This is an optimization exercise on Yosys and OpenROAD, whose aim is a short achievable clock period and few clock cycles, not a production implementation. At most, simulation tests tie the RTL to the original design; equivalence was not proved. Power and IR drop assume default switching activity.

## Mips
module Mips(
	input clk,
	input rst,
	output[31:0] imem_addr,
	input[31:0] imem_data,
	output[17:0] SRAM_ADDR,
	output[15:0] SRAM_WDATA,
	input[15:0] SRAM_RDATA,
	output SRAM_WE_N
);
Settings: LEC_CHECK=0, CAP_MARGIN=20, CORE_MARGIN=2, CORE_UTILIZATION=40, CTS_CLUSTER_DIAMETER=80, CTS_CLUSTER_SIZE=20, SLEW_MARGIN=40; clock period 15.0 ns.
standard.sh (not shown) runs the stock make flow with config.mk's settings and CLKGATE_MAP_FILE= SYNTH_SCRIPT=/design/flow/synth_recipe.tcl, a recipe that flattens the netlist after the stock synthesis.
==> flow/flow/run.sh <==
#!/bin/bash
# Standard ORFS layout (the standard.sh), with timing repair aimed well
# below the 15 ns clock: repair_timing keeps working until the setup slack
# reaches SETUP_SLACK_MARGIN (10.7 ns below the 15 ns clock).
export SETUP_SLACK_MARGIN=10.7
bash standard.sh > standard.log 2>&1
The starting point went through all stages and came out clean.
Testbench counts at the start, summed over its fixed seeds: cycles 62,410.
==> next run, changes <==
CTS_CLUSTER_DIAMETER = not set   (was 80)
CTS_CLUSTER_SIZE = not set   (was 20)
Outcome: The changed run finished clean; routed wire length grows by about 1.7%; power grows by about 10%; utilization is higher by 1.5 points; first-iteration DRC count came out higher by about 6.5%; sequential share of layout area drops by 1.6 points; clock skew rises by 61 ps.
==> next run, changes <==
==> flow/flow/run.sh (replaced) <==
#!/bin/bash
# Standard ORFS layout (the standard.sh), with timing repair aimed well
# below the 15 ns clock: repair_timing keeps working until the setup slack
# reaches SETUP_SLACK_MARGIN (10.75 ns below the 15 ns clock).
export SETUP_SLACK_MARGIN=10.75
bash standard.sh > standard.log 2>&1
Effect:
- total power falls slightly
- wire length rises slightly
- combinational power falls slightly
- clock skew falls by 39 ps
- count of clock-buffer cells in the layout rises by 14
- clock power is about the same
==> next run, changes <==
==> flow/flow/run.sh (replaced) <==
#!/bin/bash
# Standard ORFS layout (the standard.sh), with timing repair aimed well
# below the 15 ns clock: repair_timing keeps working until the setup slack
# reaches SETUP_SLACK_MARGIN (10.7 ns below the 15 ns clock).
export SETUP_SLACK_MARGIN=10.7
bash standard.sh > standard.log 2>&1
CORE_UTILIZATION = 42   (was 40)
- Now the flow completed and failed the layout checks on capacitance limit, slew limit
- final cell count falls by 1.7%
- setup slack improved by 110 ps
- non-clock buffer count rises by 40
- power rises by 0.54%
- routed wire length barely changes
- area after synthesis stays the same
- via count barely changes

* * *

oak:
Another version of the RTL of Mips (not shown whole).
Size: roughly 4300 flip-flops, about 120 I/O pins, about 200000 um2 of cells after synthesis.
Settings: LEC_CHECK=0, CAP_MARGIN=20, CORE_MARGIN=2, CORE_UTILIZATION=40, SLEW_MARGIN=40; clock period 15.0 ns.
==> flow/flow/run.sh <==
#!/bin/bash
# Standard ORFS layout (the standard.sh) with two changes to timing repair:
#  - repair_timing keeps working until the setup slack reaches
#    SETUP_SLACK_MARGIN (10.8 ns below the 15 ns clock);
#  - resizing may pick any drive strength of a cell, not only one of the
#    same width (MATCH_CELL_FOOTPRINT=0; the platform default is 1).
export SETUP_SLACK_MARGIN=10.8
bash standard.sh MATCH_CELL_FOOTPRINT=0 finish > standard.log 2>&1
Changes in pine relative to oak:
==> flow/flow/run.sh <==
#!/bin/bash
# Standard ORFS layout (the standard.sh) with two changes to timing repair:
#  - repair_timing keeps working until the setup slack reaches
#    SETUP_SLACK_MARGIN (10.6 ns below the 15 ns clock);
#  - resizing may pick any drive strength of a cell, not only one of the
#    same width (MATCH_CELL_FOOTPRINT=0; the platform default is 1).
export SETUP_SLACK_MARGIN=10.6
bash standard.sh MATCH_CELL_FOOTPRINT=0 finish > standard.log 2>&1
--- outcome ---
Taking oak as the reference, in pine initial DRC count decreased by 338 relative to the old numbers; setup slack went up by 260 ps; sequential power share moved up; met2 routed wirelength decreased about 2.3%; sum of met3 wire segment lengths after detailed routing now sits lower.
Compared oak against pine; power density over the cells within noise.
From oak to pine the numbers moved as follows: global-route usage now sits lower, final design area excluding fillers down about 3%, total number of vias -2091, number of buffers outside the clock class in the layout shrank by about 22%, fraction of area in multi-input gates essentially unchanged.
Edits applied to the flow inputs when going from pine to birch:
==> flow/flow/run.sh <==
#!/bin/bash
# Standard ORFS layout (the standard.sh), with timing repair aimed well
# below the 15 ns clock: repair_timing keeps working until the setup slack
# reaches SETUP_SLACK_MARGIN (10.6 ns below the 15 ns clock).
export SETUP_SLACK_MARGIN=10.6
bash standard.sh > standard.log 2>&1
### Flow results
Any difference in net switching fraction of the power between birch and pine is small enough to ignore.
Critical path depth (birch vs. pine) decreases by a few percent
Looking at hold slack across both flows, birch is the weaker of the two, with pine ahead.
Function was not checked in any run of this note: the RTL went through the layout flow alone.

* * *

Another version of the RTL of Mips (not shown whole).
For scale: ~14000 cells after synthesis, about 120 I/O pins.
==> flow/design.v (excerpt) <==
module Mips(
	input clk,
	input rst,
	output[31:0] imem_addr,
	input[31:0] imem_data,
	output[17:0] SRAM_ADDR,
	output[15:0] SRAM_WDATA,
	input[15:0] SRAM_RDATA,
	output SRAM_WE_N
);
localparam CIB = 4;               
localparam NCS = 1 << CIB;        
localparam CTB = 16 - CIB;        
localparam SBB = 2;               
localparam SBD = 1 << SBB;        
localparam [1:0] S_IDLE = 2'd0, S_ISSHI = 2'd1, S_CAPLO = 2'd2, S_CAPHI = 2'd3;
reg [31:0] pcf;
reg [31:0] ia_q;          
reg [15:0] btb_v;
reg [25:0] btb_tag [0:15];
reg [29:0] btb_tgt [0:15];
reg [2:0]  btb_ctr [0:15];
reg [7:0]  btb_dif [0:15];
reg [15:0] btb_xn;
reg        v2;
reg [31:0] pc2, seq2;
reg        bh2, pt2;
reg [2:0]  bc2;
reg        vS;
reg [31:0] irS, pcS, seqS;
reg [9:0]  pdS;
reg [31:0] opA_S, opB_S;
reg        srcF_S;         
reg        bWA_S, bWB_S, bW2A_S, bW2B_S;
reg        bhS, ptS;
reg [2:0]  bcS;
reg        vD;
reg [31:0] irD, pcD, seqD;
reg [9:0]  pdD;
reg        bhD, ptD;
reg [2:0]  bcD;
reg [31:0] opA_D, opB_D;
reg        srcF_D;         
reg [31:0] opA_F, opB_F;   
reg        bWA_D, bWB_D;   
reg        bW2A_D, bW2B_D;  
reg        eA_r, eB_r;     
reg [31:0] rf [1:31];
reg [31:1] rfv;           
reg        vE;
reg [31:0] A_E, B_E, T_E;
  ...
export LEC_CHECK = 0
export CAP_MARGIN = 20
export CORE_MARGIN = 2
export CORE_UTILIZATION = 40
export SLEW_MARGIN = 40
create_clock -name core_clock -period 15.0 [get_ports {clk}]
==> flow/flow/run.sh <==
#!/bin/bash
# Standard ORFS layout (the standard.sh) with two changes to timing repair:
#  - repair_timing keeps working until the setup slack reaches
#    SETUP_SLACK_MARGIN (10.6 ns below the 15 ns clock);
#  - resizing may pick any drive strength of a cell, not only one of the
#    same width (MATCH_CELL_FOOTPRINT=0; the platform default is 1).
export SETUP_SLACK_MARGIN=10.6
bash standard.sh MATCH_CELL_FOOTPRINT=0 finish > standard.log 2>&1
Change:
==> flow/flow/run.sh (replaced) <==
#!/bin/bash
# Standard ORFS layout (the standard.sh), with timing repair aimed well
# below the 15 ns clock: repair_timing keeps working until the setup slack
# reaches SETUP_SLACK_MARGIN (10.8 ns below the 15 ns clock).
export SETUP_SLACK_MARGIN=10.8
bash standard.sh > standard.log 2>&1
The new run ran to the end with no violations.
Clock-buffer cell count rose by 47.
Hold slack got worse by 0.0052 ns.
Core utilization rose by 0.90 points.
Final area rose slightly.
Total power stays flat.
Wire length rose by a few percent.
Maximum frequency fell slightly.
Setup slack got worse by 0.017 ns.
Area after synthesis stays the same.
Register-to-register slack improved by 0.10 ns.
Change:
--- a/flow/flow/run.sh
+++ b/flow/flow/run.sh
@@ -4,2 +4,2 @@
-# reaches SETUP_SLACK_MARGIN (10.8 ns below the 15 ns clock).
-export SETUP_SLACK_MARGIN=10.8
+# reaches SETUP_SLACK_MARGIN (10.6 ns below the 15 ns clock).
+export SETUP_SLACK_MARGIN=10.6
Outcome: The changed run finished with timing, DRC and antenna clean. Final cell count shrinks by about 0.6%. Power hardly moves. Cell area went down by 1.6%. Register-to-register slack improves by 0.06 ns.
No functional check of the RTL was part of any run of this note.

* * *

fjord:
Mips, a different RTL version from the one above (not shown whole).
Size: about 14000 cells after synthesis, about 4300 flip-flops, ~200000 sq um of cells after synthesis.
export LEC_CHECK = 0
export CAP_MARGIN = 20
export CORE_MARGIN = 2
export CORE_UTILIZATION = 40
export SLEW_MARGIN = 40
create_clock -name core_clock -period 15.0 [get_ports {clk}]
==> flow/flow/run.sh <==
#!/bin/bash
# Standard ORFS layout (the standard.sh), with timing repair aimed well
# below the 15 ns clock: repair_timing keeps working until the setup slack
# reaches SETUP_SLACK_MARGIN (10.7 ns below the 15 ns clock).
export SETUP_SLACK_MARGIN=10.7
bash standard.sh > standard.log 2>&1
fjord reached the final stage; the timing, design-rule and antenna checks on its layout passed.
diff inputs: fjord => maple
==> flow/flow/run.sh <==
#!/bin/bash
# Standard ORFS layout (the standard.sh), with timing repair aimed well
# below the 15 ns clock: repair_timing keeps working until the setup slack
# reaches SETUP_SLACK_MARGIN (10.6 ns below the 15 ns clock).
export SETUP_SLACK_MARGIN=10.6
bash standard.sh > standard.log 2>&1
### Flow results
Area added between synthesis and finish ends up higher on fjord.
Summary of maple over fjord: maximum frequency now larger, wire length on met3 now smaller.
In the metrics for maple and fjord, the one carrying the higher inverter count is maple.
Taking fjord as the reference point, the final cell count of maple falls by 141.
Of maple and fjord, maple shows the lower global-route usage over all layers, with fjord above it.
Comparing maple and fjord, the lower count of vias placed by the detailed router is on maple.
Measured against each other, maple and fjord differ in arrival time of the worst setup path, the lower figure coming from maple.
Compared maple vs fjord, and buffering stage count on the worst path with inverters included is up in maple.
[diff] worst hold margin, maple relative to fjord: regression
Compared with fjord, maple shows a lower total power.
No functional check of the RTL was part of any run of this note.

[what the ideal ports hide]
The results above use ideal ports. As a check the final layouts listed here were re-extracted and re-timed, cells and wires unchanged.
Step 1 (the two cells are an assumption about what drives the block):
set clk [get_ports {clk}]
set_driving_cell -lib_cell sky130_fd_sc_hd__clkbuf_16 $clk
set_driving_cell -lib_cell sky130_fd_sc_hd__buf_2 [delete_from_list [all_inputs] $clk]
Step 2 also shifts input and output timing later by t, the mid clock arrival at the registers, as if the neighbouring blocks saw the same clock.
a / b / c = ideal ports / drivers / drivers and shift; a / b = the first two.
run	t (ns)	setup WS [ns]	latest minus earliest clock arrival (ns)
the first run of note 1	1.099	10.291 / 10.284 / 9.204	0.076 / 0.075
the second run of note 1	1.159	10.320 / 10.193 / 9.218	0.132 / 0.133
the third run of note 1	1.147	10.189 / 10.189 / 9.112	0.098 / 0.097
the fourth run of note 1	1.144	10.298 / 10.185 / 9.113	0.128 / 0.128
oak	1.155	9.696 / 9.696 / 8.828	0.197 / 0.197
pine	1.139	9.957 / 9.957 / 8.973	0.144 / 0.144
birch	1.171	9.699 / 9.699 / 8.574	0.138 / 0.139
the first run of note 3	1.147	10.106 / 10.106 / 9.125	0.175 / 0.176
the second run of note 3	1.159	10.089 / 9.965 / 9.098	0.117 / 0.117
the third run of note 3	1.163	10.140 / 10.015 / 9.156	0.147 / 0.147
fjord	1.149	9.768 / 9.768 / 8.922	0.114 / 0.113
maple	1.143	9.906 / 9.906 / 8.803	0.118 / 0.118
For the fourth run of note 1, which loses most, drivers alone change the setup slack by -0.113 ns; drivers and shift together by -1.185 ns.
